Source: an optimization exercise on an open RTL-to-GDS flow (aim: small area and a short achievable clock period). Production flows keep margins and buffers that such runs may drop.
The RTL was checked by simulation tests, not by an equivalence proof against the original design.

==> design.v <==
module izhneuron_verilog(clk, rst, en, WE, Addr, AER_BUS, Weight, spike_out);
input wire clk;
input wire rst;
input wire en;
input wire WE;
input wire [3:0] Addr;
input wire [3:0] AER_BUS;
input wire [10:0] Weight;
output wire spike_out;
reg [10:0] mem0, mem1, mem2, mem3;
reg [3:0] valid;                  
reg [10:0] wout, acc, I;
reg [13:0] N, t;              
wire sel0 = valid[0] & (AER_BUS == 4'd0);
wire sel1 = valid[1] & (AER_BUS == 4'd1);
wire sel2 = valid[2] & (AER_BUS == 4'd2);
wire sel3 = valid[3] & (AER_BUS == 4'd3);
wire [10:0] rdg = ({11{sel0}} & mem0) | ({11{sel1}} & mem1) | ({11{sel2}} & mem2) | ({11{sel3}} & mem3);
wire sm0 = acc[0] ^ wout[0];
wire sc0 = acc[0] & wout[0];
wire sm1 = acc[1] ^ wout[1] ^ sc0;
wire sc1 = (acc[1] & wout[1]) | (acc[1] & sc0) | (wout[1] & sc0);
wire sm2 = acc[2] ^ wout[2] ^ sc1;
wire sc2 = (acc[2] & wout[2]) | (acc[2] & sc1) | (wout[2] & sc1);
wire sm3 = acc[3] ^ wout[3] ^ sc2;
wire sc3 = (acc[3] & wout[3]) | (acc[3] & sc2) | (wout[3] & sc2);
wire sm4 = acc[4] ^ wout[4] ^ sc3;
wire sc4 = (acc[4] & wout[4]) | (acc[4] & sc3) | (wout[4] & sc3);
wire sm5 = acc[5] ^ wout[5] ^ sc4;
wire sc5 = (acc[5] & wout[5]) | (acc[5] & sc4) | (wout[5] & sc4);
wire sm6 = acc[6] ^ wout[6] ^ sc5;
wire sc6 = (acc[6] & wout[6]) | (acc[6] & sc5) | (wout[6] & sc5);
wire sm7 = acc[7] ^ wout[7] ^ sc6;
wire sc7 = (acc[7] & wout[7]) | (acc[7] & sc6) | (wout[7] & sc6);
wire sm8 = acc[8] ^ wout[8] ^ sc7;
wire sc8 = (acc[8] & wout[8]) | (acc[8] & sc7) | (wout[8] & sc7);
wire sm9 = acc[9] ^ wout[9] ^ sc8;
wire sc9 = (acc[9] & wout[9]) | (acc[9] & sc8) | (wout[9] & sc8);
wire sm10 = acc[10] ^ wout[10] ^ sc9;
wire sc10 = (acc[10] & wout[10]) | (acc[10] & sc9) | (wout[10] & sc9);
wire [10:0] sum = {sm10, sm9, sm8, sm7, sm6, sm5, sm4, sm3, sm2, sm1, sm0};
wire [10:0] I_next = en ? sum : I;
wire [10:0] In = {~I[10], I[9:0]};                              
wire [10:0] Inn = {~I_next[10], I_next[9:0]};
wire g1 = N[0] & t[2];
wire p2 = N[0] | t[2];
wire g3 = N[1] & t[3];
wire p4 = N[1] | t[3];
wire g5 = N[2] & t[4];
wire p6 = N[2] | t[4];
wire g7 = N[3] & t[5];
wire p8 = N[3] | t[5];
wire g9 = N[4] & t[6];
wire p10 = N[4] | t[6];
wire g11 = N[5] & t[7];
wire p12 = N[5] | t[7];
wire G13 = g3 | (p4 & g1);
wire P14 = p4 & p2;
wire G15 = g7 | (p8 & g5);
wire P16 = p8 & p6;
wire G17 = g11 | (p12 & g9);
wire P18 = p12 & p10;
wire G19 = g5 | (p6 & G13);
wire P20 = p6 & P14;
wire G21 = G15 | (P16 & G13);
wire P22 = P16 & P14;
wire G23 = g9 | (p10 & G21);
wire P24 = p10 & P22;
wire G25 = G17 | (P18 & G21);
wire P26 = P18 & P22;
wire cdv6 = G25;
wire dvs0 = t[8] ^ N[6] ^ cdv6;
wire dvc0 = (t[8] & N[6]) | (t[8] & cdv6) | (N[6] & cdv6);
wire dvs1 = t[9] ^ N[7] ^ dvc0;
wire dvc1 = (t[9] & N[7]) | (t[9] & dvc0) | (N[7] & dvc0);
wire dvs2 = t[10] ^ N[8] ^ dvc1;
wire dvc2 = (t[10] & N[8]) | (t[10] & dvc1) | (N[8] & dvc1);
wire dvs3 = t[11] ^ N[9] ^ dvc2;
wire dvc3 = (t[11] & N[9]) | (t[11] & dvc2) | (N[9] & dvc2);
wire dvs4 = t[12] ^ N[10] ^ dvc3;
wire dvc4 = (t[12] & N[10]) | (t[12] & dvc3) | (N[10] & dvc3);
wire dvs5 = t[13] ^ N[11] ^ dvc4;
wire dvc5 = (t[13] & N[11]) | (t[13] & dvc4) | (N[11] & dvc4);
wire dvs6 = t[13] ^ N[12] ^ dvc5;
wire dvc6 = (t[13] & N[12]) | (t[13] & dvc5) | (N[12] & dvc5);
wire dvs7 = t[13] ^ N[13] ^ dvc6;
wire [7:0] d = {dvs7, dvs6, dvs5, dvs4, dvs3, dvs2, dvs1, dvs0};
wire nas0 = N[0] ^ ~d[0] ^ 1'b1;
wire nac0 = (N[0] & ~d[0]) | (N[0] & 1'b1) | (~d[0] & 1'b1);
wire nas1 = N[1] ^ ~d[1] ^ nac0;
wire nac1 = (N[1] & ~d[1]) | (N[1] & nac0) | (~d[1] & nac0);
wire nas2 = N[2] ^ ~d[2] ^ nac1;
wire nac2 = (N[2] & ~d[2]) | (N[2] & nac1) | (~d[2] & nac1);
wire nas3 = N[3] ^ ~d[3] ^ nac2;
wire nac3 = (N[3] & ~d[3]) | (N[3] & nac2) | (~d[3] & nac2);
wire nas4 = N[4] ^ ~d[4] ^ nac3;
wire nac4 = (N[4] & ~d[4]) | (N[4] & nac3) | (~d[4] & nac3);
wire nas5 = N[5] ^ ~d[5] ^ nac4;
wire nac5 = (N[5] & ~d[5]) | (N[5] & nac4) | (~d[5] & nac4);
wire nas6 = N[6] ^ ~d[6] ^ nac5;
wire nac6 = (N[6] & ~d[6]) | (N[6] & nac5) | (~d[6] & nac5);
wire nas7 = N[7] ^ ~d[7] ^ nac6;
wire nac7 = (N[7] & ~d[7]) | (N[7] & nac6) | (~d[7] & nac6);
wire nas8 = N[8] ^ ~d[7] ^ nac7;
wire nac8 = (N[8] & ~d[7]) | (N[8] & nac7) | (~d[7] & nac7);
wire nas9 = N[9] ^ ~d[7] ^ nac8;
wire nac9 = (N[9] & ~d[7]) | (N[9] & nac8) | (~d[7] & nac8);
wire nas10 = N[10] ^ ~d[7] ^ nac9;
wire nac10 = (N[10] & ~d[7]) | (N[10] & nac9) | (~d[7] & nac9);
wire nas11 = N[11] ^ ~d[7] ^ nac10;
wire nac11 = (N[11] & ~d[7]) | (N[11] & nac10) | (~d[7] & nac10);
wire nas12 = N[12] ^ ~d[7] ^ nac11;
wire nac12 = (N[12] & ~d[7]) | (N[12] & nac11) | (~d[7] & nac11);
wire nas13 = N[13] ^ ~d[7] ^ nac12;
wire [13:0] N0a = {nas13, nas12, nas11, nas10, nas9, nas8, nas7, nas6, nas5, nas4, nas3, nas2, nas1, nas0};
wire p0_1 = t[0] & t[1];
wire p0_2 = t[0] & t[2];
wire p0_3 = t[0] & t[3];
wire p0_4 = t[0] & t[4];
wire p0_5 = t[0] & t[5];
wire p0_6 = t[0] & t[6];
wire p0_7 = t[0] & t[7];
wire p0_8 = t[0] & t[8];
wire p0_9 = t[0] & t[9];
wire p0_10 = t[0] & t[10];
wire p1_2 = t[1] & t[2];
wire p1_3 = t[1] & t[3];
wire p1_4 = t[1] & t[4];
wire p1_5 = t[1] & t[5];
wire p1_6 = t[1] & t[6];
wire p1_7 = t[1] & t[7];
wire p1_8 = t[1] & t[8];
wire p1_9 = t[1] & t[9];
wire p1_10 = t[1] & t[10];
wire p2_3 = t[2] & t[3];
wire p2_4 = t[2] & t[4];
wire p2_5 = t[2] & t[5];
wire p2_6 = t[2] & t[6];
wire p2_7 = t[2] & t[7];
wire p2_8 = t[2] & t[8];
wire p2_9 = t[2] & t[9];
wire p2_10 = t[2] & t[10];
wire p3_4 = t[3] & t[4];
wire p3_5 = t[3] & t[5];
wire p3_6 = t[3] & t[6];
wire p3_7 = t[3] & t[7];
wire p3_8 = t[3] & t[8];
wire p3_9 = t[3] & t[9];
wire p3_10 = t[3] & t[10];
wire p4_5 = t[4] & t[5];
wire p4_6 = t[4] & t[6];
wire p4_7 = t[4] & t[7];
wire p4_8 = t[4] & t[8];
wire p4_9 = t[4] & t[9];
wire p4_10 = t[4] & t[10];
wire p5_6 = t[5] & t[6];
wire p5_7 = t[5] & t[7];
wire p5_8 = t[5] & t[8];
wire p5_9 = t[5] & t[9];
wire p5_10 = t[5] & t[10];
wire p6_7 = t[6] & t[7];
wire p6_8 = t[6] & t[8];
wire p6_9 = t[6] & t[9];
wire p6_10 = t[6] & t[10];
wire p7_8 = t[7] & t[8];
wire p7_9 = t[7] & t[9];
wire p7_10 = t[7] & t[10];
wire p8_9 = t[8] & t[9];
wire p8_10 = t[8] & t[10];
wire p9_10 = t[9] & t[10];
wire n0 = ~(t[11] & t[0]);
wire n1 = ~(t[11] & t[1]);
wire n2 = ~(t[11] & t[2]);
wire n3 = ~(t[11] & t[3]);
wire n4 = ~(t[11] & t[4]);
wire n5 = ~(t[11] & t[5]);
wire n6 = ~(t[11] & t[6]);
wire n7 = ~(t[11] & t[7]);
wire n8 = ~(t[11] & t[8]);
wire n9 = ~(t[11] & t[9]);
wire s27 = t[2] ^ p0_3 ^ p1_2;
wire k28 = (t[2] & p0_3) | (t[2] & p1_2) | (p0_3 & p1_2);
wire s29 = t[3] ^ p0_5 ^ p1_4;
wire k30 = (t[3] & p0_5) | (t[3] & p1_4) | (p0_5 & p1_4);
wire s31 = p0_6 ^ p1_5 ^ p2_4;
wire k32 = (p0_6 & p1_5) | (p0_6 & p2_4) | (p1_5 & p2_4);
wire s33 = 1'b1 ^ In[0] ^ N[0];
wire k34 = (1'b1 & In[0]) | (1'b1 & N[0]) | (In[0] & N[0]);
wire s35 = t[4] ^ p0_7 ^ p1_6;
wire k36 = (t[4] & p0_7) | (t[4] & p1_6) | (p0_7 & p1_6);
wire s37 = 1'b1 ^ In[1] ^ N[1];
wire k38 = (1'b1 & In[1]) | (1'b1 & N[1]) | (In[1] & N[1]);
wire s39 = p0_8 ^ p1_7 ^ p2_6;
wire k40 = (p0_8 & p1_7) | (p0_8 & p2_6) | (p1_7 & p2_6);
wire s41 = In[2] ^ N[2] ^ t[5];
wire k42 = (In[2] & N[2]) | (In[2] & t[5]) | (N[2] & t[5]);
wire s43 = p0_9 ^ p1_8 ^ p2_7;
wire k44 = (p0_9 & p1_8) | (p0_9 & p2_7) | (p1_8 & p2_7);
wire s45 = 1'b1 ^ In[3] ^ N[3];
wire k46 = (1'b1 & In[3]) | (1'b1 & N[3]) | (In[3] & N[3]);
wire s47 = p0_10 ^ p1_9 ^ p2_8;
wire k48 = (p0_10 & p1_9) | (p0_10 & p2_8) | (p1_9 & p2_8);
wire s49 = 1'b1 ^ In[4] ^ N[4];
wire k50 = (1'b1 & In[4]) | (1'b1 & N[4]) | (In[4] & N[4]);
wire s51 = t[6] ^ n0 ^ p1_10;
wire k52 = (t[6] & n0) | (t[6] & p1_10) | (n0 & p1_10);
wire s53 = p2_9 ^ p3_8 ^ p4_7;
wire k54 = (p2_9 & p3_8) | (p2_9 & p4_7) | (p3_8 & p4_7);
wire s55 = In[5] ^ N[5] ^ n1;
wire k56 = (In[5] & N[5]) | (In[5] & n1) | (N[5] & n1);
wire s57 = p2_10 ^ p3_9 ^ p4_8;
wire k58 = (p2_10 & p3_9) | (p2_10 & p4_8) | (p3_9 & p4_8);
wire s59 = In[6] ^ N[6] ^ t[7];
wire k60 = (In[6] & N[6]) | (In[6] & t[7]) | (N[6] & t[7]);
wire s61 = n2 ^ p3_10 ^ p4_9;
wire k62 = (n2 & p3_10) | (n2 & p4_9) | (p3_10 & p4_9);
wire s63 = In[7] ^ N[7] ^ n3;
wire k64 = (In[7] & N[7]) | (In[7] & n3) | (N[7] & n3);
wire s65 = p4_10 ^ p5_9 ^ p6_8;
wire k66 = (p4_10 & p5_9) | (p4_10 & p6_8) | (p5_9 & p6_8);
wire s67 = In[8] ^ N[8] ^ t[8];
wire k68 = (In[8] & N[8]) | (In[8] & t[8]) | (N[8] & t[8]);
wire s69 = n4 ^ p5_10 ^ p6_9;
wire k70 = (n4 & p5_10) | (n4 & p6_9) | (p5_10 & p6_9);
wire s71 = In[9] ^ N[9] ^ n5;
wire k72 = (In[9] & N[9]) | (In[9] & n5) | (N[9] & n5);
wire s73 = In[10] ^ N[10] ^ t[9];
wire k74 = (In[10] & N[10]) | (In[10] & t[9]) | (N[10] & t[9]);
wire s75 = n6 ^ p7_10 ^ p8_9;
wire k76 = (n6 & p7_10) | (n6 & p8_9) | (p7_10 & p8_9);
wire s77 = 1'b1 ^ N[11] ^ n7;
wire k78 = (1'b1 & N[11]) | (1'b1 & n7) | (N[11] & n7);
wire s79 = 1'b1 ^ N[12] ^ t[10];
wire k80 = (1'b1 & N[12]) | (1'b1 & t[10]) | (N[12] & t[10]);
wire s81 = 1'b1 ^ N[13] ^ n9;
wire k82 = (1'b1 & N[13]) | (1'b1 & n9) | (N[13] & n9);
wire s83 = p0_4 ^ p1_3 ^ k28;
wire k84 = (p0_4 & p1_3) | (p0_4 & k28) | (p1_3 & k28);
wire s85 = p2_5 ^ p3_4 ^ s33;
wire k86 = (p2_5 & p3_4) | (p2_5 & s33) | (p3_4 & s33);
wire s87 = p3_5 ^ k34 ^ s37;
wire k88 = (p3_5 & k34) | (p3_5 & s37) | (k34 & s37);
wire s89 = p3_6 ^ p4_5 ^ k38;
wire k90 = (p3_6 & p4_5) | (p3_6 & k38) | (p4_5 & k38);
wire s91 = s41 ^ k40 ^ s43;
wire k92 = (s41 & k40) | (s41 & s43) | (k40 & s43);
wire s93 = p3_7 ^ p4_6 ^ k42;
wire k94 = (p3_7 & p4_6) | (p3_7 & k42) | (p4_6 & k42);
wire s95 = s45 ^ k44 ^ s47;
wire k96 = (s45 & k44) | (s45 & s47) | (k44 & s47);
wire s97 = p5_6 ^ k46 ^ s49;
wire k98 = (p5_6 & k46) | (p5_6 & s49) | (k46 & s49);
wire s99 = k48 ^ s51 ^ s53;
wire k100 = (k48 & s51) | (k48 & s53) | (s51 & s53);
wire s101 = p5_7 ^ k50 ^ k52;
wire k102 = (p5_7 & k50) | (p5_7 & k52) | (k50 & k52);
wire s103 = k54 ^ s55 ^ s57;
wire k104 = (k54 & s55) | (k54 & s57) | (s55 & s57);
wire s105 = p5_8 ^ p6_7 ^ s59;
wire k106 = (p5_8 & p6_7) | (p5_8 & s59) | (p6_7 & s59);
wire s107 = k56 ^ k58 ^ s61;
wire k108 = (k56 & k58) | (k56 & s61) | (k58 & s61);
wire s109 = k60 ^ k62 ^ s63;
wire k110 = (k60 & k62) | (k60 & s63) | (k62 & s63);
wire s111 = p7_8 ^ s67 ^ k64;
wire k112 = (p7_8 & s67) | (p7_8 & k64) | (s67 & k64);
wire s113 = p6_10 ^ p7_9 ^ k68;
wire k114 = (p6_10 & p7_9) | (p6_10 & k68) | (p7_9 & k68);
wire s115 = s73 ^ k72 ^ s75;
wire k116 = (s73 & k72) | (s73 & s75) | (k72 & s75);
wire s117 = p8_10 ^ k74 ^ k76;
wire k118 = (p8_10 & k74) | (p8_10 & k76) | (k74 & k76);
wire s119 = n8 ^ p9_10 ^ s79;
wire k120 = (n8 & p9_10) | (n8 & s79) | (p9_10 & s79);
wire s121 = p2_3 ^ s29 ^ k84;
wire k122 = (p2_3 & s29) | (p2_3 & k84) | (s29 & k84);
wire s123 = k32 ^ s35 ^ s85;
wire k124 = (k32 & s35) | (k32 & s85) | (s35 & s85);
wire s125 = k36 ^ s39 ^ k86;
wire k126 = (k36 & s39) | (k36 & k86) | (s39 & k86);
wire s127 = k88 ^ s89 ^ s91;
wire k128 = (k88 & s89) | (k88 & s91) | (s89 & s91);
wire s129 = k90 ^ s93 ^ k92;
wire k130 = (k90 & s93) | (k90 & k92) | (s93 & k92);
wire s131 = k94 ^ s97 ^ k96;
wire k132 = (k94 & s97) | (k94 & k96) | (s97 & k96);
wire s133 = k98 ^ k100 ^ s101;
wire k134 = (k98 & k100) | (k98 & s101) | (k100 & s101);
wire s135 = s105 ^ k102 ^ k104;
wire k136 = (s105 & k102) | (s105 & k104) | (k102 & k104);
wire s137 = s65 ^ k106 ^ k108;
wire k138 = (s65 & k106) | (s65 & k108) | (k106 & k108);
wire s139 = k66 ^ s69 ^ k110;
wire k140 = (k66 & s69) | (k66 & k110) | (s69 & k110);
wire s141 = k70 ^ s71 ^ s113;
wire k142 = (k70 & s71) | (k70 & s113) | (s71 & s113);
wire s143 = s77 ^ k116 ^ s117;
wire k144 = (s77 & k116) | (s77 & s117) | (k116 & s117);
wire s145 = k78 ^ s119 ^ k118;
wire k146 = (k78 & s119) | (k78 & k118) | (s119 & k118);
wire s147 = k80 ^ s81 ^ k120;
wire k148 = (k80 & s81) | (k80 & k120) | (s81 & k120);
wire s149 = k30 ^ s31;
wire k150 = k30 & s31;
wire s151 = s87 ^ k124;
wire k152 = s87 & k124;
wire s153 = k126 ^ s127;
wire k154 = k126 & s127;
wire s155 = s95 ^ k128 ^ s129;
wire k156 = (s95 & k128) | (s95 & s129) | (k128 & s129);
wire s157 = s99 ^ k130 ^ s131;
wire k158 = (s99 & k130) | (s99 & s131) | (k130 & s131);
wire s159 = s103 ^ k132 ^ s133;
wire k160 = (s103 & k132) | (s103 & s133) | (k132 & s133);
wire s161 = s107 ^ k134 ^ s135;
wire k162 = (s107 & k134) | (s107 & s135) | (k134 & s135);
wire s163 = s109 ^ k136 ^ s137;
wire k164 = (s109 & k136) | (s109 & s137) | (k136 & s137);
wire s165 = s111 ^ k138 ^ s139;
wire k166 = (s111 & k138) | (s111 & s139) | (k138 & s139);
wire s167 = k112 ^ s141 ^ k140;
wire k168 = (k112 & s141) | (k112 & k140) | (s141 & k140);
wire s169 = k114 ^ s115 ^ k142;
wire k170 = (k114 & s115) | (k114 & k142) | (s115 & k142);
wire g171 = t[0] & 1'b0;
wire p172 = t[0] | 1'b0;
wire g173 = 1'b0 & 1'b0;
wire p174 = 1'b0 | 1'b0;
wire g175 = t[1] & p0_1;
wire p176 = t[1] | p0_1;
wire g177 = p0_2 & 1'b0;
wire p178 = p0_2 | 1'b0;
wire g179 = s27 & 1'b0;
wire p180 = s27 | 1'b0;
wire g181 = s83 & 1'b0;
wire p182 = s83 | 1'b0;
wire g183 = s121 & 1'b0;
wire p184 = s121 | 1'b0;
wire g185 = s149 & k122;
wire p186 = s149 | k122;
wire G187 = g173 | (p174 & g171);
wire P188 = p174 & p172;
wire G189 = g177 | (p178 & g175);
wire P190 = p178 & p176;
wire G191 = g181 | (p182 & g179);
wire P192 = p182 & p180;
wire G193 = g185 | (p186 & g183);
wire P194 = p186 & p184;
wire G195 = g175 | (p176 & G187);
wire P196 = p176 & P188;
wire G197 = G189 | (P190 & G187);
wire P198 = P190 & P188;
wire G199 = g183 | (p184 & G191);
wire P200 = p184 & P192;
wire G201 = G193 | (P194 & G191);
wire P202 = P194 & P192;
wire G203 = g179 | (p180 & G197);
wire P204 = p180 & P198;
wire G205 = G191 | (P192 & G197);
wire P206 = P192 & P198;
wire G207 = G199 | (P200 & G197);
wire P208 = P200 & P198;
wire G209 = G201 | (P202 & G197);
wire P210 = P202 & P198;
wire lc8 = G209;
wire s211 = k150 ^ s123;
wire k212 = k150 & s123;
wire s213 = s125 ^ s151;
wire k214 = s125 & s151;
wire s215 = k152 ^ s153;
wire k216 = k152 & s153;
wire s217 = k154 ^ s155;
wire k218 = k154 & s155;
wire s219 = k156 ^ s157;
wire k220 = k156 & s157;
wire s221 = k158 ^ s159;
wire k222 = k158 & s159;
wire s223 = k160 ^ s161;
wire k224 = k160 & s161;
wire s225 = k162 ^ s163;
wire k226 = k162 & s163;
wire s227 = k164 ^ s165;
wire k228 = k164 & s165;
wire s229 = k166 ^ s167;
wire k230 = k166 & s167;
wire s231 = s169 ^ k168;
wire k232 = s169 & k168;
wire s233 = s143 ^ k170;
wire k234 = s143 & k170;
wire s235 = k144 ^ s145;
wire k236 = k144 & s145;
wire s237 = s147 ^ k146;
wire k238 = s147 & k146;
wire g239 = s211 & lc8;
wire x241 = s211 ^ lc8;
wire g242 = k212 & s213;
wire x244 = k212 ^ s213;
wire g245 = k214 & s215;
wire x247 = k214 ^ s215;
wire g248 = k216 & s217;
wire x250 = k216 ^ s217;
wire g251 = k218 & s219;
wire x253 = k218 ^ s219;
wire g254 = k220 & s221;
wire x256 = k220 ^ s221;
wire g257 = k222 & s223;
wire x259 = k222 ^ s223;
wire g260 = k224 & s225;
wire x262 = k224 ^ s225;
wire g263 = k226 & s227;
wire x265 = k226 ^ s227;
wire g266 = s229 & k228;
wire x268 = s229 ^ k228;
wire g269 = s231 & k230;
wire x271 = s231 ^ k230;
wire g272 = s233 & k232;
wire x274 = s233 ^ k232;
wire g275 = s235 & k234;
wire x277 = s235 ^ k234;
wire g278 = s237 & k236;
wire x280 = s237 ^ k236;
wire o281 = s211 | lc8;
wire o282 = k212 | s213;
wire o283 = k214 | s215;
wire o284 = k216 | s217;
wire o285 = k218 | s219;
wire o286 = k220 | s221;
wire o287 = k222 | s223;
wire o288 = k224 | s225;
wire o289 = k226 | s227;
wire o290 = s229 | k228;
wire o291 = s231 | k230;
wire o292 = s233 | k232;
wire o293 = s235 | k234;
wire G294 = g242 | (o282 & g239);
wire P295 = o282 & o281;
wire G296 = g248 | (o284 & g245);
wire P297 = o284 & o283;
wire G298 = g254 | (o286 & g251);
wire P299 = o286 & o285;
wire G300 = g260 | (o288 & g257);
wire P301 = o288 & o287;
wire G302 = g266 | (o290 & g263);
wire P303 = o290 & o289;
wire G304 = g272 | (o292 & g269);
wire P305 = o292 & o291;
wire G306 = g245 | (o283 & G294);
wire P307 = o283 & P295;
wire G308 = G296 | (P297 & G294);
wire P309 = P297 & P295;
wire G310 = g257 | (o287 & G298);
wire P311 = o287 & P299;
wire G312 = G300 | (P301 & G298);
wire P313 = P301 & P299;
wire G314 = g269 | (o291 & G302);
wire P315 = o291 & P303;
wire G316 = G304 | (P305 & G302);
wire P317 = P305 & P303;
wire G318 = g251 | (o285 & G308);
wire P319 = o285 & P309;
wire G320 = G298 | (P299 & G308);
wire P321 = P299 & P309;
wire G322 = G310 | (P311 & G308);
wire P323 = P311 & P309;
wire G324 = G312 | (P313 & G308);
wire P325 = P313 & P309;
wire G326 = g275 | (o293 & G316);
wire P327 = o293 & P317;
wire G328 = g263 | (o289 & G324);
wire P329 = o289 & P325;
wire G330 = G302 | (P303 & G324);
wire P331 = P303 & P325;
wire G332 = G314 | (P315 & G324);
wire P333 = P315 & P325;
wire G334 = G316 | (P317 & G324);
wire P335 = P317 & P325;
wire G336 = G326 | (P327 & G324);
wire P337 = P327 & P325;
wire wsn = x280 ^ G336;
wire s338 = 1'b1 ^ ~In[0] ^ k150;
wire k339 = (1'b1 & ~In[0]) | (1'b1 & k150) | (~In[0] & k150);
wire s340 = 1'b1 ^ ~In[1] ^ s125;
wire k341 = (1'b1 & ~In[1]) | (1'b1 & s125) | (~In[1] & s125);
wire s342 = 1'b1 ^ ~In[2] ^ k152;
wire k343 = (1'b1 & ~In[2]) | (1'b1 & k152) | (~In[2] & k152);
wire s344 = 1'b1 ^ ~In[3] ^ k154;
wire k345 = (1'b1 & ~In[3]) | (1'b1 & k154) | (~In[3] & k154);
wire s346 = 1'b1 ^ ~In[4] ^ k156;
wire k347 = (1'b1 & ~In[4]) | (1'b1 & k156) | (~In[4] & k156);
wire s348 = ~In[5] ^ k158 ^ s159;
wire k349 = (~In[5] & k158) | (~In[5] & s159) | (k158 & s159);
wire s350 = 1'b1 ^ ~In[6] ^ k160;
wire k351 = (1'b1 & ~In[6]) | (1'b1 & k160) | (~In[6] & k160);
wire s352 = ~In[7] ^ k162 ^ s163;
wire k353 = (~In[7] & k162) | (~In[7] & s163) | (k162 & s163);
wire s354 = 1'b1 ^ ~In[8] ^ k164;
wire k355 = (1'b1 & ~In[8]) | (1'b1 & k164) | (~In[8] & k164);
wire s356 = 1'b1 ^ ~In[9] ^ k166;
wire k357 = (1'b1 & ~In[9]) | (1'b1 & k166) | (~In[9] & k166);
wire s358 = ~In[10] ^ s169 ^ k168;
wire k359 = (~In[10] & s169) | (~In[10] & k168) | (s169 & k168);
wire s360 = 1'b1 ^ s143 ^ k170;
wire k361 = (1'b1 & s143) | (1'b1 & k170) | (s143 & k170);
wire s362 = 1'b1 ^ k144 ^ s145;
wire k363 = (1'b1 & k144) | (1'b1 & s145) | (k144 & s145);
wire s364 = 1'b1 ^ s147 ^ k146;
wire k365 = (1'b1 & s147) | (1'b1 & k146) | (s147 & k146);
wire s366 = s123 ^ s338;
wire k367 = s123 & s338;
wire s368 = k339 ^ s151 ^ s340;
wire k369 = (k339 & s151) | (k339 & s340) | (s151 & s340);
wire s370 = k341 ^ s153 ^ s342;
wire k371 = (k341 & s153) | (k341 & s342) | (s153 & s342);
wire s372 = s155 ^ k343 ^ s344;
wire k373 = (s155 & k343) | (s155 & s344) | (k343 & s344);
wire s374 = s157 ^ k345 ^ s346;
wire k375 = (s157 & k345) | (s157 & s346) | (k345 & s346);
wire s376 = k347 ^ s348;
wire k377 = k347 & s348;
wire s378 = s161 ^ s350 ^ k349;
wire k379 = (s161 & s350) | (s161 & k349) | (s350 & k349);
wire s380 = k351 ^ s352;
wire k381 = k351 & s352;
wire s382 = s165 ^ s354 ^ k353;
wire k383 = (s165 & s354) | (s165 & k353) | (s354 & k353);
wire s384 = s167 ^ k355 ^ s356;
wire k385 = (s167 & k355) | (s167 & s356) | (k355 & s356);
wire s386 = k357 ^ s358;
wire k387 = k357 & s358;
wire s388 = s360 ^ k359;
wire k389 = s360 & k359;
wire s390 = s362 ^ k361;
wire k391 = s362 & k361;
wire s392 = s364 ^ k363;
wire k393 = s364 & k363;
wire s394 = s366 ^ lc8 ^ ~d[0];
wire k395 = (s366 & lc8) | (s366 & ~d[0]) | (lc8 & ~d[0]);
wire s396 = k367 ^ s368 ^ ~d[1];
wire k397 = (k367 & s368) | (k367 & ~d[1]) | (s368 & ~d[1]);
wire s398 = k369 ^ s370 ^ ~d[2];
wire k399 = (k369 & s370) | (k369 & ~d[2]) | (s370 & ~d[2]);
wire s400 = k371 ^ s372 ^ ~d[3];
wire k401 = (k371 & s372) | (k371 & ~d[3]) | (s372 & ~d[3]);
wire s402 = k373 ^ s374 ^ ~d[4];
wire k403 = (k373 & s374) | (k373 & ~d[4]) | (s374 & ~d[4]);
wire s404 = s376 ^ k375 ^ ~d[5];
wire k405 = (s376 & k375) | (s376 & ~d[5]) | (k375 & ~d[5]);
wire s406 = k377 ^ s378 ^ ~d[6];
wire k407 = (k377 & s378) | (k377 & ~d[6]) | (s378 & ~d[6]);
wire s408 = s380 ^ k379 ^ d[7];
wire k409 = (s380 & k379) | (s380 & d[7]) | (k379 & d[7]);
wire s410 = k381 ^ s382 ^ Inn[8];
wire k411 = (k381 & s382) | (k381 & Inn[8]) | (s382 & Inn[8]);
wire s412 = k383 ^ s384 ^ Inn[9];
wire k413 = (k383 & s384) | (k383 & Inn[9]) | (s384 & Inn[9]);
wire s414 = s386 ^ k385 ^ Inn[10];
wire k415 = (s386 & k385) | (s386 & Inn[10]) | (k385 & Inn[10]);
wire s416 = Inn[1] ^ k395 ^ s396;
wire k417 = (Inn[1] & k395) | (Inn[1] & s396) | (k395 & s396);
wire s418 = Inn[2] ^ k397 ^ s398;
wire k419 = (Inn[2] & k397) | (Inn[2] & s398) | (k397 & s398);
wire s420 = Inn[3] ^ k399 ^ s400;
wire k421 = (Inn[3] & k399) | (Inn[3] & s400) | (k399 & s400);
wire s422 = Inn[4] ^ k401 ^ s402;
wire k423 = (Inn[4] & k401) | (Inn[4] & s402) | (k401 & s402);
wire s424 = Inn[5] ^ k403 ^ s404;
wire k425 = (Inn[5] & k403) | (Inn[5] & s404) | (k403 & s404);
wire s426 = Inn[6] ^ k405 ^ s406;
wire k427 = (Inn[6] & k405) | (Inn[6] & s406) | (k405 & s406);
wire s428 = Inn[7] ^ k407 ^ s408;
wire k429 = (Inn[7] & k407) | (Inn[7] & s408) | (k407 & s408);
wire s430 = s388 ^ k387 ^ k415;
wire k431 = (s388 & k387) | (s388 & k415) | (k387 & k415);
wire s432 = ~spk ^ k421;
wire k433 = ~spk & k421;
wire s434 = k423 ^ s424;
wire k435 = k423 & s424;
wire s436 = ~spk ^ k425 ^ s426;
wire k437 = (~spk & k425) | (~spk & s426) | (k425 & s426);
wire s438 = k427 ^ s428;
wire k439 = k427 & s428;
wire s440 = k409 ^ s410 ^ k429;
wire k441 = (k409 & s410) | (k409 & k429) | (s410 & k429);
wire s442 = k411 ^ s412;
wire k443 = k411 & s412;
wire s444 = k413 ^ s414;
wire k445 = k413 & s414;
wire s446 = s390 ^ k389;
wire k447 = s390 & k389;
wire s448 = s392 ^ k391;
wire k449 = s392 & k391;
wire g450 = Inn[0] & s394;
wire x452 = Inn[0] ^ s394;
wire g453 = s416 & 1'b0;
wire x455 = s416 ^ 1'b0;
wire g456 = k417 & s418;
wire x458 = k417 ^ s418;
wire g459 = k419 & s420;
wire x461 = k419 ^ s420;
wire g462 = s422 & s432;
wire x464 = s422 ^ s432;
wire g465 = k433 & s434;
wire x467 = k433 ^ s434;
wire g468 = k435 & s436;
wire x470 = k435 ^ s436;
wire g471 = s438 & k437;
wire x473 = s438 ^ k437;
wire g474 = k439 & s440;
wire x476 = k439 ^ s440;
wire g477 = s442 & k441;
wire x479 = s442 ^ k441;
wire g480 = k443 & s444;
wire x482 = k443 ^ s444;
wire g483 = k445 & s430;
wire x485 = k445 ^ s430;
wire g486 = s446 & k431;
wire x488 = s446 ^ k431;
wire g489 = s448 & k447;
wire x491 = s448 ^ k447;
wire G492 = g453 | (x455 & g450);
wire P493 = x455 & x452;
wire G494 = g459 | (x461 & g456);
wire P495 = x461 & x458;
wire G496 = g465 | (x467 & g462);
wire P497 = x467 & x464;
wire G498 = g471 | (x473 & g468);
wire P499 = x473 & x470;
wire G500 = g477 | (x479 & g474);
wire P501 = x479 & x476;
wire G502 = g483 | (x485 & g480);
wire P503 = x485 & x482;
wire G504 = g489 | (x491 & g486);
wire P505 = x491 & x488;
wire G506 = g456 | (x458 & G492);
wire P507 = x458 & P493;
wire G508 = G494 | (P495 & G492);
wire P509 = P495 & P493;
wire G510 = g468 | (x470 & G496);
wire P511 = x470 & P497;
wire G512 = G498 | (P499 & G496);
wire P513 = P499 & P497;
wire G514 = g480 | (x482 & G500);
wire P515 = x482 & P501;
wire G516 = G502 | (P503 & G500);
wire P517 = P503 & P501;
wire G518 = g462 | (x464 & G508);
wire P519 = x464 & P509;
wire G520 = G496 | (P497 & G508);
wire P521 = P497 & P509;
wire G522 = G510 | (P511 & G508);
wire P523 = P511 & P509;
wire G524 = G512 | (P513 & G508);
wire P525 = P513 & P509;
wire G526 = g486 | (x488 & G516);
wire P527 = x488 & P517;
wire G528 = G504 | (P505 & G516);
wire P529 = P505 & P517;
wire G530 = g474 | (x476 & G524);
wire P531 = x476 & P525;
wire G532 = G500 | (P501 & G524);
wire P533 = P501 & P525;
wire G534 = G514 | (P515 & G524);
wire P535 = P515 & P525;
wire G536 = G516 | (P517 & G524);
wire P537 = P517 & P525;
wire G538 = G526 | (P527 & G524);
wire P539 = P527 & P525;
wire G540 = G528 | (P529 & G524);
wire P541 = P529 & P525;
wire [13:0] y;
assign y[0] = x452 ^ 1'b0;
assign y[1] = x455 ^ g450;
assign y[2] = x458 ^ G492;
assign y[3] = x461 ^ G506;
assign y[4] = x464 ^ G508;
assign y[5] = x467 ^ G518;
assign y[6] = x470 ^ G520;
assign y[7] = x473 ^ G522;
assign y[8] = x476 ^ G524;
assign y[9] = x479 ^ G530;
assign y[10] = x482 ^ G532;
assign y[11] = x485 ^ G534;
assign y[12] = x488 ^ G536;
assign y[13] = x491 ^ G538;
wire nns0 = N0a[4] ^ spk ^ 1'b0;
wire nnc0 = (N0a[4] & spk) | (N0a[4] & 1'b0) | (spk & 1'b0);
wire nns1 = N0a[5] ^ spk ^ nnc0;
wire nnc1 = (N0a[5] & spk) | (N0a[5] & nnc0) | (spk & nnc0);
wire nns2 = N0a[6] ^ 1'b0 ^ nnc1;
wire nnc2 = (N0a[6] & 1'b0) | (N0a[6] & nnc1) | (1'b0 & nnc1);
wire nns3 = N0a[7] ^ spk ^ nnc2;
wire nnc3 = (N0a[7] & spk) | (N0a[7] & nnc2) | (spk & nnc2);
wire nns4 = N0a[8] ^ spk ^ nnc3;
wire nnc4 = (N0a[8] & spk) | (N0a[8] & nnc3) | (spk & nnc3);
wire nns5 = N0a[9] ^ spk ^ nnc4;
wire nnc5 = (N0a[9] & spk) | (N0a[9] & nnc4) | (spk & nnc4);
wire nns6 = N0a[10] ^ spk ^ nnc5;
wire nnc6 = (N0a[10] & spk) | (N0a[10] & nnc5) | (spk & nnc5);
wire nns7 = N0a[11] ^ spk ^ nnc6;
wire nnc7 = (N0a[11] & spk) | (N0a[11] & nnc6) | (spk & nnc6);
wire nns8 = N0a[12] ^ spk ^ nnc7;
wire nnc8 = (N0a[12] & spk) | (N0a[12] & nnc7) | (spk & nnc7);
wire nns9 = N0a[13] ^ spk ^ nnc8;
wire [13:0] N_next = {nns9, nns8, nns7, nns6, nns5, nns4, nns3, nns2, nns1, nns0, N0a[3:0]};
wire signed [13:0] ts = t;
wire f = ts < -14'sd1285;               
wire spk = f | ~wsn;
assign spike_out = ~rst & spk;
wire g = ~y[13] & (y[12:0] > 13'd1068);
wire [13:0] t_next = (f | g) ? 14'd118 : y;
always @(posedge clk) begin
	if (WE && Addr[3:2] == 2'b00) begin
		case (Addr[1:0])
			2'd0: mem0 <= Weight;
			2'd1: mem1 <= Weight;
			2'd2: mem2 <= Weight;
			default: mem3 <= Weight;
		endcase
	end
	if (rst) begin
		valid <= 4'b0000;
		wout <= 11'd0; acc <= 11'd0; I <= 11'd0;
		N <= 14'd16112; t <= 14'd118;
	end else begin
		if (WE && Addr[3:2] == 2'b00) valid[Addr[1:0]] <= 1'b1;
		if (!WE) wout <= rdg;
		acc <= en ? 11'd0 : sum;
		I <= I_next;
		N <= N_next;
		t <= t_next;
	end
end
endmodule
==> flow/run.sh <==
#!/bin/bash
set -e
cp standard.sh standard.sh.log
export SETUP_SLACK_MARGIN=${FLOW_SETUP_MARGIN:-12}
export BUFFER_PORTS_ARGS="-buffer_cell sky130_fd_sc_hd__buf_2"
bash standard.sh synth > synth.log 2>&1
R=orfs/results/sky130hd/izhneuron_verilog/base
cp $R/1_2_yosys.v yosys_netlist_before_polar.v.log
python3 flow/polar.py $R/1_2_yosys.v $R/1_2_yosys.polar.v > polar.log 2>&1
mv $R/1_2_yosys.polar.v $R/1_2_yosys.v
rm -f $R/1_synth.odb
bash standard.sh > standard.log 2>&1
==> flow/polar.py <==
#!/usr/bin/env python3
"""Re-polarise full adders in a mapped sky130hd netlist to remove inverters.

A full adder is self-dual: FA(~a, ~b, ~c) = (~sum, ~cout). Flipping an adder
complements what its inputs must carry and what its outputs carry, so the
inverters around it can move or vanish. Likewise a gate with a complementary
cell (and2/nand2, or2/nor2, xor2/xnor2, ...) can be swapped for it with its
output's polarity flipped. A simulated-annealing search picks the flips that
leave the least inverter and gate area. The netlist's function is unchanged.
usage: polar.py in.v out.v
"""
import re
import sys
import random
from collections import defaultdict

src = open(sys.argv[1]).read()
cell_re = re.compile(r'^(\s*)(sky130_fd_sc_hd__\w+)\s+(\\\S+\s|\S+)\s*\((.*?)\);\n', re.S | re.M)
pin_re = re.compile(r'\.(\w+)\(\s*([^()]*?)\s*\)')
OUTPINS = {'X', 'Y', 'SUM', 'COUT', 'Q', 'Q_N', 'HI', 'LO'}

cells = []
for m in cell_re.finditer(src):
    pins = [(p, n) for p, n in pin_re.findall(m.group(4))]
    cells.append({'span': m.span(), 'ind': m.group(1), 'type': m.group(2), 'name': m.group(3), 'pins': pins})

outports = set()
for m in re.finditer(r'^\s*output\s+(\[[^\]]*\]\s*)?([^;]+);', src, re.M):
    rng, names = m.group(1), m.group(2)
    for nm in names.split(','):
        nm = nm.strip()
        if rng:
            hi, lo = map(int, re.findall(r'-?\d+', rng))
            for i in range(min(hi, lo), max(hi, lo) + 1):
                outports.add(f"{nm}[{i}]")
        else:
            outports.add(nm)

def is_inv(c):
    return re.match(r'sky130_fd_sc_hd__(inv|clkinv)_\d+$', c['type']) is not None

def is_fa(c):
    return re.match(r'sky130_fd_sc_hd__fa_\d+$', c['type']) is not None

# inverters that can be dissolved: input and output both internal nets
inv_of = {}   # output net -> input net
dissolve = set()
for i, c in enumerate(cells):
    if is_inv(c):
        d = dict(c['pins'])
        if d['Y'] not in outports:
            inv_of[d['Y']] = d['A']
            dissolve.add(i)

def root(net):
    p = 0
    while net in inv_of:
        net = inv_of[net]
        p ^= 1
    return net, p

COMP = {}
for a, b in [('and2', 'nand2'), ('or2', 'nor2'), ('and3', 'nand3'), ('or3', 'nor3'),
             ('and4', 'nand4'), ('or4', 'nor4'), ('xor2', 'xnor2')]:
    for d in ('0', '1', '2', '4'):
        COMP[f'sky130_fd_sc_hd__{a}_{d}'] = f'sky130_fd_sc_hd__{b}_{d}'
        COMP[f'sky130_fd_sc_hd__{b}_{d}'] = f'sky130_fd_sc_hd__{a}_{d}'
libsrc = open('/OpenROAD-flow-scripts/flow/platforms/sky130hd/lib/sky130_fd_sc_hd__tt_025C_1v80.lib').read() if len(sys.argv) < 4 else open(sys.argv[3]).read()
AREA = {m.group(1): float(m.group(2)) for m in re.finditer(r'cell \("(sky130_fd_sc_hd__\w+)"\)\s*\{.*?\barea\s*:\s*([\d.]+)', libsrc, re.S)}
OUTMAP = {}   # pin names of the complementary cell
for k in list(COMP):
    if k not in AREA or COMP[k] not in AREA:
        del COMP[k]

def is_gate_flip(c):
    return c['type'] in COMP and all(p in ('A', 'B', 'C', 'D', 'X', 'Y') for p, _ in c['pins'])

driver_fa = {}  # net -> flippable cell index
for i, c in enumerate(cells):
    if is_fa(c):
        for p, n in c['pins']:
            if p in ('SUM', 'COUT'):
                driver_fa[n] = i
    elif is_gate_flip(c):
        for p, n in c['pins']:
            if p in ('X', 'Y'):
                driver_fa[n] = i

# consumers: (cell index, pin, root, parity wanted in original terms)
cons = []
for i, c in enumerate(cells):
    if i in dissolve:
        continue
    for p, n in c['pins']:
        if p in OUTPINS:
            continue
        r, par = root(n)
        cons.append((i, p, r, par))
# output ports driven through dissolved inverters need the driving literal too:
# none, since inverters on output ports are kept.

fas = [i for i, c in enumerate(cells) if is_fa(c)]
gates = [i for i, c in enumerate(cells) if is_gate_flip(c)]
flip = {i: 0 for i in fas + gates}
fa_set = set(fas)

def phys(r):
    i = driver_fa.get(r)
    return flip[i] if i is not None else 0

def need(con):
    i, p, r, par = con
    want = par ^ (flip[i] if i in fa_set else 0)
    return r, want ^ phys(r)    # 1: consumer needs the complement of the physical net

INV = AREA['sky130_fd_sc_hd__inv_1']

def garea(i):
    c = cells[i]
    return AREA[COMP[c['type']]] if flip[i] else AREA[c['type']]

def cost():
    s = set()
    for con in cons:
        r, w = need(con)
        if w:
            s.add(r)
    return INV * len(s) + sum(garea(i) for i in gates)

by_root = defaultdict(list)
for k, con in enumerate(cons):
    by_root[con[2]].append(k)
fa_roots = defaultdict(set)
for k, con in enumerate(cons):
    if con[0] in flip:
        fa_roots[con[0]].add(con[2])
for i in fas + gates:
    for p, n in cells[i]['pins']:
        if p in ('SUM', 'COUT', 'X', 'Y'):
            fa_roots[i].add(n)

def local(rs, i):
    t = 0
    for r in rs:
        if any(need(cons[k])[1] for k in by_root[r]):
            t += INV
    if i in flip and i not in fa_set:
        t += garea(i)
    return t

best = cost()
start = best
random.seed(1)
import math
order = fas + gates
cur = best
best_flip = dict(flip)
T0, T1, steps = 4.0, 0.05, 60000
for step in range(steps):
    T = T0 * (T1 / T0) ** (step / steps)
    i = order[random.randrange(len(order))]
    rs = fa_roots[i]
    before = local(rs, i)
    flip[i] ^= 1
    after = local(rs, i)
    dlt = after - before
    if dlt <= 0 or random.random() < math.exp(-dlt / T):
        cur += dlt
        if cur < best - 1e-9:
            best = cur
            best_flip = dict(flip)
    else:
        flip[i] ^= 1
flip.update(best_flip)
# greedy polish
while True:
    improved = False
    for i in order:
        rs = fa_roots[i]
        before = local(rs, i)
        flip[i] ^= 1
        if local(rs, i) < before - 1e-9:
            improved = True
        else:
            flip[i] ^= 1
    if not improved:
        break
final = cost()

# rewrite
inv_net = {}
new_cells = []
k = 0
def esc(n):
    return n + " " if n.startswith("\\") else n


def inverted(r):
    global k
    if r not in inv_net:
        k += 1
        inv_net[r] = f"_pol{k}_"
        new_cells.append(f"  sky130_fd_sc_hd__inv_1 _polinv{k}_ (\n    .A({esc(r)}),\n    .Y(_pol{k}_)\n  );\n")
    return inv_net[r]

newpins = defaultdict(dict)
for con in cons:
    i, p, r, par = con
    rr, w = need(con)
    newpins[i][p] = inverted(rr) if w else rr

out = []
pos = 0
for i, c in enumerate(cells):
    a, b = c['span']
    out.append(src[pos:a])
    pos = b
    if i in dissolve:
        continue
    ctype = COMP[c['type']] if (i in flip and i not in fa_set and flip[i]) else c['type']
    pins = []
    outpin = None
    if ctype != c['type']:
        outpin = 'Y' if re.search(r'__(nand|nor|xnor)', ctype) else 'X'
    for p, n in c['pins']:
        if outpin and p in ('X', 'Y'):
            p2 = outpin
        else:
            p2 = p
        pins.append((p2, newpins[i].get(p, n)))
    body = ",\n".join(f"    .{p}({esc(n)})" for p, n in pins)
    out.append(f"{c['ind']}{ctype} {c['name']}{'' if c['name'].endswith(' ') else ' '}(\n{body}\n  );\n")
tail = src[pos:]
ei = tail.rindex('endmodule')
out.append(tail[:ei])
out.extend(new_cells)
out.append(tail[ei:])
res = "".join(out)
# declare the new nets after the module header's last wire declaration
decl = "".join(f"  wire _pol{j}_;\n" for j in range(1, k + 1))
m = list(re.finditer(r'^\s*wire [^;]*;\n', res, re.M))
p = m[-1].end()
res = res[:p] + decl + res[p:]
open(sys.argv[2], 'w').write(res)
sys.stderr.write(f"polar: {len(fas)} adders, {len(gates)} gates, {sum(flip.values())} flipped, "
                 f"{len(dissolve)} inverters removed, {k} added (cost {start:.1f} -> {final:.1f})\n")
==> standard.sh <==
#!/bin/bash
# synth_recipe.tcl (not shown) runs the flow's synth.tcl, then flattens the netlist and writes it again
# the make line also repeats each setting of config.mk as NAME=value (left out here)
make -C /OpenROAD-flow-scripts/flow DESIGN_CONFIG=/design/flow/config.mk WORK_HOME=/design/flow/orfs CLKGATE_MAP_FILE= SYNTH_SCRIPT=/design/flow/synth_recipe.tcl "${@:-finish}"
==> config.mk <==
export PLATFORM = sky130hd
export DESIGN_NAME = izhneuron_verilog
export DESIGN_NICKNAME = izhneuron_verilog
export VERILOG_FILES = /design/flow/design.v
export SDC_FILE = /design/flow/constraint.sdc
export NUM_CORES = 4
export LEC_CHECK = 0
export CAP_MARGIN = 20
export CORE_MARGIN = 2
export CORE_UTILIZATION = 40
export CTS_CLUSTER_DIAMETER = 100
export CTS_CLUSTER_SIZE = 30
export SLEW_MARGIN = 20
==> constraint.sdc <==
create_clock -name core_clock -period 21.0 [get_ports {clk}]
set_input_delay 4.2000 -clock core_clock [delete_from_list [all_inputs] [get_ports {clk}]]
set_output_delay 4.2000 -clock core_clock [all_outputs]
set_load 0.01 [all_outputs]
==> results.py, run 1 <==
metrics = {
    "layout": {
        "regArea_um2": 2670,
        "multi_input_area_um2": 5400,
        "nets": 996,
        "layout-drive-gt1-share": 0.126,
        "diodes": 0,
        "n_fill_cell": 1978,
        "synthToLayoutAreaGrowth_pct": 10.4,
    },
    "place": {
        "gp_congestion": 0.811,
        "place_hpwl_um": 14600,
        "io_buffers": 23,
    },
    "sta": {
        "finalHoldViolCount": 0,
        "finalCriticalPeriod_ps": 8820,
        "rsz0062_at_grt": "false",
        "finClkSkew_ps": 11.6,
        "relSlewSlack": 0.448,
        "fin_crit_sh": 0.420,
        "fmax_mhz": 113,
        "fin_setup_tns_ps": 0,
        "finalSetupViolations": 0,
        "tightest_slew_ps": 828,
        "drv_slew": 0,
    },
    "clock_tree": {
        "clockRootBuffer": "clkbuf_16",
        "clock_latency_ps": 360,
        "cts_tree": "built",
        "htree_levels": 3,
        "cts.clk_slew.worst_paths_ps": 80,
        "cts_sinks": 109,
        "cts_inserted_buffers": 9,
        "clockBufferDepth": 2,
        "cts_hold_buf": 0,
    },
    "global_routing": {
        "grt_pass1_vias": 5749,
        "grt_pass1_wl_um": 30500,
        "grt_util_met2": 0.296,
        "overflow": 0,
        "top_usage_layer": "met2",
        "grt_use_total": 0.180,
        "use_met3": 0.0391,
        "grt_max_degree": 44,
        "antenna_found_initial": 0,
        "grtUsageMet1": 0.246,
    },
    "worst_setup_path": {
        "reg2reg_depth": 30,
        "path_max_fanout": 2,
        "worst_setup_path_start_kind": "input pin",
        "end_kind": "primary output",
        "critPathKind": "in2out",
        "worst_r2r_startpoint": "t[1]$_SDFF_PP1_",
        "arrival_ps": 4620,
        "crit_start": "rst",
        "crit_end": "spike_out",
        "r2r_slack_ps": 12490,
        "required_ps": 16800,
        "timing.rr.end": "N[13]$_SDFF_PP1_",
    },
    "min_path": {
        "hp-class": "reg2reg",
        "hp-start": "valid[0]$_SDFFE_PP0P_",
    },
    "floorplanning": {
        "start_util": 0.404,
        "fp.dieArea_um2": 22300,
        "dieHeight_um": 149,
        "placementRows": 53,
        "pin_count": 24,
        "fp.dieW_um": 149,
        "core_um2": 20900,
    },
    "detailed_routing": {
        "dr_total_vias": 5325,
        "via_per_inst": 5.02,
        "drt_wl_total_um": 18500,
        "drtAntennaViolNets": 0,
        "wire_per_inst_um": 17.4,
        "dr.pass1.iters": 5,
        "drc": 0,
        "drt_iter0_drc": 340,
    },
    "synthesis": {
        "synth_cells": 757,
        "syn_avg_cell_area_um2": 11.2,
        "ys_warn_count": 1,
        "netlist_area_um2": 8450,
        "syn-num-nets": 972,
    },
    "run": {
        "cap_violations": 0,
    },
    "outcome": {
        "status": "complete, no violations",
    },
}
==> worst min-delay path by stage <==
| stage | endpoint | depth (start not counted) |
|---|---|---|
| after floorplan | valid[0]$_SDFFE_PP0P_ | 2 |
| after global placement | valid[3]$_SDFFE_PP0P_ | 2 |
| after detailed placement | valid[0]$_SDFFE_PP0P_ | 2 |
| after CTS | valid[0]$_SDFFE_PP0P_ | 2 |
| after global routing | valid[2]$_SDFFE_PP0P_ | 2 |
| final | valid[0]$_SDFFE_PP0P_ | 2 |
==> through the flow <==
stage / cells / worst slack [ps] / utilization / instance area (um2) / hold slack (ps)
after global placement: 1034 / 12080 / 0.424 / 8850 / 446
final: 1061 / 12180 / 0.446 / 9330 / 471
after global routing: 1061 / 11990 / 0.446 / 9330 / 509
after CTS: 1051 / 12000 / 0.441 / 9200 / 478
after detailed placement: 1034 / 11980 / 0.424 / 8850 / 459
after floorplan: 757 / 12090 / - / 8450 / 431
==> registers in the layout (all words and copies together), names as in the netlist <==
name	cells
N	14
t	14
I	11
acc	11
mem0	11
mem1	11
mem2	11
mem3	11
wout	11
valid	4
==> layout by cell type (no fill, tap or decap), drive strengths merged, types with 4 or more instances in the layout <==
cell    instances
a22oi          24
a21o            7
edfxtp         44
a31oi           4
inv           101
dfxtp          65
xor2            5
xnor2          17
nor2b          13
mux2i           5
nor3            7
or2             9
nand2          58
ha             64
a21oi          37
fa            128
o21ai          11
nor2           56
buf            39
clkbuf         10
and2           32
==> critical path, cell delays in order <==
cell	delay, ps
buf_2	150
nor2_1	120
buf_2	140
==> timing repair <==
item                                   in CTS  in global routing
setup endpoints to repair                   1                  2
setup buffers                               1                 10
resized for setup                          21                 11
endpoints found under the hold margin       0                  0
pin swaps                                   2                  6
==> final cells by class <==
cell class	count	area share
clock buffers	10	0.0246
clock inverters	6	0.00845
inverters	98	0.0394
multi-input cells	524	0.579
flip-flops and latches	109	0.286
well taps	275	0.0369
repair buffers	39	0.0252
==> per-layer routing <==
layer / vias up / wire [um]
li1: 2527 / -
met1: 2702 / 8590
met2: 75 / 9050
met3: 21 / 519
met4: 0 / 337
met5: - / 0
==> inputs of run 2 (changes only) <==
--- a/config.mk
+++ b/config.mk
@@ -8,6 +8,4 @@
 export CAP_MARGIN = 20
 export CORE_MARGIN = 2
-export CORE_UTILIZATION = 40
-export CTS_CLUSTER_DIAMETER = 100
-export CTS_CLUSTER_SIZE = 30
+export CORE_UTILIZATION = 60
 export SLEW_MARGIN = 20
==> results.py, run 2 <==
metrics = {
    "clock_tree": {
        "htree_levels": 3,
        "clockRootBuffer": "clkbuf_16",
        "cts_hold_buf": 0,
        "cts_sinks": 109,
        "cts_tree": "built",
        "cts.clk_slew.worst_paths_ps": 70,
        "cts_inserted_buffers": 9,
        "clockBufferDepth": 2,
        "clock_latency_ps": 340,
    },
    "layout": {
        "diodes": 0,
        "layout-drive-gt1-share": 0.156,
        "layout_commonest_cell": "fa_1",
        "nets": 1012,
        "mostFrequentLayoutCells": "fa_1, inv_1, ha_1",
        "multi_input_area_um2": 5420,
        "reg_top3": "N x14, t x14",
        "synthToLayoutAreaGrowth_pct": 10.7,
        "regArea_um2": 2670,
        "n_fill_cell": 1079,
    },
    "sta": {
        "finalHoldViolCount": 0,
        "tightest_slew_ps": 798,
        "finalCriticalPeriod_ps": 8970,
        "fmax_mhz": 112,
        "rsz0062_at_grt": "false",
        "worst_slack_ps": 12030,
        "fin_setup_tns_ps": 0,
        "fin_crit_sh": 0.427,
        "drv_slew": 0,
        "relSlewSlack": 0.468,
        "finClkSkew_ps": 5.30,
        "finalSetupViolations": 0,
    },
    "floorplanning": {
        "start_util": 0.611,
        "fp.dieW_um": 123,
        "fp.dieArea_um2": 15000,
        "dieHeight_um": 123,
        "core_um2": 13800,
        "pin_count": 24,
        "placementRows": 43,
    },
    "worst_setup_path": {
        "end_kind": "primary output",
        "worst_setup_path_start_kind": "input pin",
        "path_max_fanout": 44,
        "arrival_ps": 4770,
        "required_ps": 16800,
        "critPathKind": "in2out",
        "reg2reg_depth": 30,
    },
    "detailed_routing": {
        "dr.pass1.iters": 4,
        "drtAntennaViolNets": 0,
        "drc": 0,
        "drt_wl_total_um": 18000,
        "via_per_inst": 5.54,
        "drt_iter0_drc": 281,
        "dr_total_vias": 5441,
        "wire_per_inst_um": 18.3,
    },
    "place": {
        "place_hpwl_um": 14300,
        "gp_congestion": 0.886,
        "dpl_worst_slack_ps": 11840,
        "io_buffers": 23,
    },
    "synthesis": {
        "netlist_area_um2": 8450,
        "ys_warn_count": 1,
        "syn-num-nets": 972,
        "syn_avg_cell_area_um2": 11.2,
        "synth_cells": 757,
    },
    "global_routing": {
        "antenna_found_initial": 0,
        "grt_pass1_wl_um": 28900,
        "grt_pass1_vias": 5584,
        "grt_max_degree": 45,
        "overflow": 0,
        "grt_use_total": 0.253,
    },
    "outcome": {
        "status": "complete, no violations",
    },
    "run": {
        "cap_violations": 0,
    },
    "min_path": {
        "hold_depth": 2,
        "hp-class": "reg2reg",
    },
}
==> run 2: critical path: stages <==
cell	delay (ps)
buf_2	110
buf_12	170
nor2_1	120
buf_2	140
==> run 2: worst paths after layout <==
path,start,end,slack [ps]
worst max-delay path,rst,spike_out,12030
worst min-delay path,valid[3]$_SDFFE_PP0P_,valid[3]$_SDFFE_PP0P_,480
worst max register to register,t[3]$_SDFF_PP0_,N[13]$_SDFF_PP1_,12580
worst min register to register,valid[3]$_SDFFE_PP0P_,valid[3]$_SDFFE_PP0P_,480
==> run 2: timing repair <==
action                                  4_1_cts  5_1_grt
setup buffers                                 2       26
gates resized for setup                      25       19
gates cloned                                  0        0
endpoints found under the setup margin        2        2
pin swaps                                     4        7
==> run 2: through the flow <==
step / instance area [um2] / hold slack, ps / util / std cells
final: 9350 / 477 / 0.676 / 982
after CTS: 9110 / 478 / 0.659 / 956
after floorplan: 8450 / 431 / - / 757
after global placement: 8720 / 450 / 0.631 / 938
after detailed placement: 8720 / 460 / 0.631 / 938
after global routing: 9350 / 502 / 0.676 / 982
==> run 2: layout make-up <==
cell class                      instances  area share
Timing Repair Buffer                   55      0.0385
Inverter                               98      0.0393
Clock inverter                          5     0.00508
Tap cell                              180      0.0241
Sequential cell                       109       0.285
Multi-Input combinational cell        524       0.579
Clock buffer                           11      0.0282
==> run 2: routing by layer <==
metal  part of all wire  GRT usage  vias to the layer above
li1                   -          -                     2566
met1               0.45      0.366                     2769
met2               0.50      0.419                       84
met3              0.030     0.0307                       22
met4              0.015     0.0460                        0
met5                  0          0                        -
==> inputs of run 3 (changes only) <==
--- a/config.mk
+++ b/config.mk
@@ -8,4 +8,6 @@
 export CAP_MARGIN = 20
 export CORE_MARGIN = 2
-export CORE_UTILIZATION = 60
+export CORE_UTILIZATION = 40
+export CTS_BUF_LIST = sky130_fd_sc_hd__clkbuf_4 sky130_fd_sc_hd__clkbuf_8
+export CTS_CLUSTER_SIZE = 8
 export SLEW_MARGIN = 20
==> results.py, run 3 <==
metrics = {
    "place": {
        "placed_area_um2": 8850,
        "dpl.cell_count": 1034,
        "io_buffers": 23,
        "gp_congestion": 0.811,
        "place_hpwl_um": 14600,
    },
    "global_routing": {
        "grt_max_degree": 44,
        "grt_pass1_vias": 5716,
        "grt_pass1_wl_um": 30400,
        "antenna_found_initial": 0,
        "grt_use_total": 0.180,
        "overflow": 0,
    },
    "detailed_routing": {
        "wl_met3_um": 564,
        "top_layer": "met4",
        "dr.pass1.iters": 5,
        "drtAntennaViolNets": 0,
        "met1Wirelength_um": 8640,
        "wire_per_inst_um": 17.3,
        "via_per_inst": 5.03,
        "dr_total_vias": 5417,
        "drt_wl_total_um": 18700,
        "drc": 0,
        "met2_length_um": 9110,
        "drt_iter0_drc": 326,
    },
    "floorplanning": {
        "fp.dieArea_um2": 22300,
        "placementRows": 53,
        "pin_count": 24,
        "start_util": 0.404,
        "fp.dieW_um": 149,
        "dieHeight_um": 149,
        "core_um2": 20900,
    },
    "worst_setup_path": {
        "timing.rr.end": "N[13]$_SDFF_PP1_",
        "end_kind": "primary output",
        "r2r_slack_ps": 12470,
        "path_max_fanout": 2,
        "required_ps": 16800,
        "critPathKind": "in2out",
        "worst_setup_path_start_kind": "input pin",
        "reg2reg_depth": 28,
        "worst_r2r_startpoint": "t[2]$_SDFF_PP1_",
        "arrival_ps": 4610,
    },
    "sta": {
        "relSlewSlack": 0.424,
        "finalCriticalPeriod_ps": 8810,
        "finalSetupViolations": 0,
        "fmax_mhz": 114,
        "tightest_slew_ps": 865,
        "drv_slew": 0,
        "finalHoldViolCount": 0,
        "fin_crit_sh": 0.420,
        "rsz0062_at_grt": "true",
        "fin_setup_tns_ps": 0,
        "whs_ps": 479,
        "finClkSkew_ps": 14.8,
    },
    "layout": {
        "mostFrequentLayoutCells": "fa_1, inv_1, ha_1",
        "instances_no_fill": 1076,
        "layout_commonest_cell": "fa_1",
        "n_fill_cell": 1977,
        "reg_top3": "N x14, t x14",
        "layout-drive-gt1-share": 0.155,
        "nets": 1011,
        "synthToLayoutAreaGrowth_pct": 10.9,
        "diodes": 0,
        "fin_area_um2": 9370,
    },
    "min_path": {
        "holdPathEnd": "valid[0]$_SDFFE_PP0P_",
        "hold_depth": 2,
        "hp-class": "reg2reg",
        "hp-start": "valid[0]$_SDFFE_PP0P_",
    },
    "clock_tree": {
        "clockRootBuffer": "clkbuf_8",
        "cts.clk_slew.worst_paths_ps": 110,
        "cts_tree": "built",
        "cts_sinks": 109,
        "htree_levels": 3,
        "clock_latency_ps": 390,
        "clockBufferDepth": 2,
        "cts_hold_buf": 0,
        "cts_inserted_buffers": 9,
    },
    "synthesis": {
        "syn-num-nets": 972,
        "synth_cells": 757,
        "syn_avg_cell_area_um2": 11.2,
        "netlist_area_um2": 8450,
        "ys_warn_count": 1,
    },
    "outcome": {
        "status": "complete, no violations",
    },
    "run": {
        "cap_violations": 0,
    },
}
run 3: how the worst max path moves through the flow:
stage | slack (ps) | startpoint | end
2_1_floorplan | 12090 | rst | spike_out
3_3_place_gp | 12080 | t[9]$_SDFF_PP0_ | spike_out
3_5_place_dp | 11980 | t[9]$_SDFF_PP0_ | spike_out
4_1_cts | 12020 | I[2]$_SDFF_PP0_ | spike_out
5_1_grt | 11960 | t[8]$_SDFF_PP0_ | spike_out
6_report | 12190 | rst | spike_out
run 3: worst max-delay path, stage by stage:
cell    delay [ps]
buf_2          160
nor2_1         110
buf_2          140
run 3: area by class of cell:
cell class | instances | area (um2) | share of cell area
timing repair buffer | 54 | 340 | 0.0363
inverter | 98 | 368 | 0.0393
clock inverter | 6 | 78.8 | 0.00841
sequential | 109 | 2670 | 0.285
multi-input combinational | 524 | 5440 | 0.580
clock buffer | 10 | 131 | 0.0140
tap | 275 | 344 | 0.0367
run 3: timing repair:
| item | in CTS | in global routing |
|---|---|---|
| gates resized for setup | 24 | 19 |
| buffers inserted | 6 | 20 |
| pin swaps | 2 | 9 |
| cloned | 0 | 0 |
| setup endpoints to repair | 1 | 2 |
run 3: per-layer routing:
layer	track usage	vias to the layer above
li1	-	2557
met1	0.248	2756
met2	0.295	83
met3	0.0318	21
met4	0.0462	0
met5	0	-
run 3: metrics by stage:
step	utilization	setup WS [ps]
after global routing	0.449	11960
final	0.449	12190
after global placement	0.424	12080
after floorplan	-	12090
after CTS	0.438	12020
after detailed placement	0.424	11980

==> re-timing with driven ports <==
Ports are ideal in the flow. The routed layouts listed here were re-timed in OpenROAD.
Step 1, drivers: a clkbuf_16 drives clk and a buf_2 each remaining input, both assumed.
Step 2 also shifts input and output timing later by t, the mid clock arrival at the registers, as if the neighbouring blocks saw the same clock.
a / b / c = no drivers / after step 1 / after step 2; a / b = the first two.
run	t, ns	setup slack, ns	worst setup path after step 2
run 1	0.395	12.183 / 12.162 / 12.089	input to register
run 2	0.380	12.034 / 12.016 / 12.016	input to output
run 3	0.420	12.190 / 12.165 / 12.082	input to register
After both steps every run listed still meets setup and hold. For run 3, which loses most, drivers alone change the setup slack by -0.025 ns; drivers and shift together by -0.108 ns.
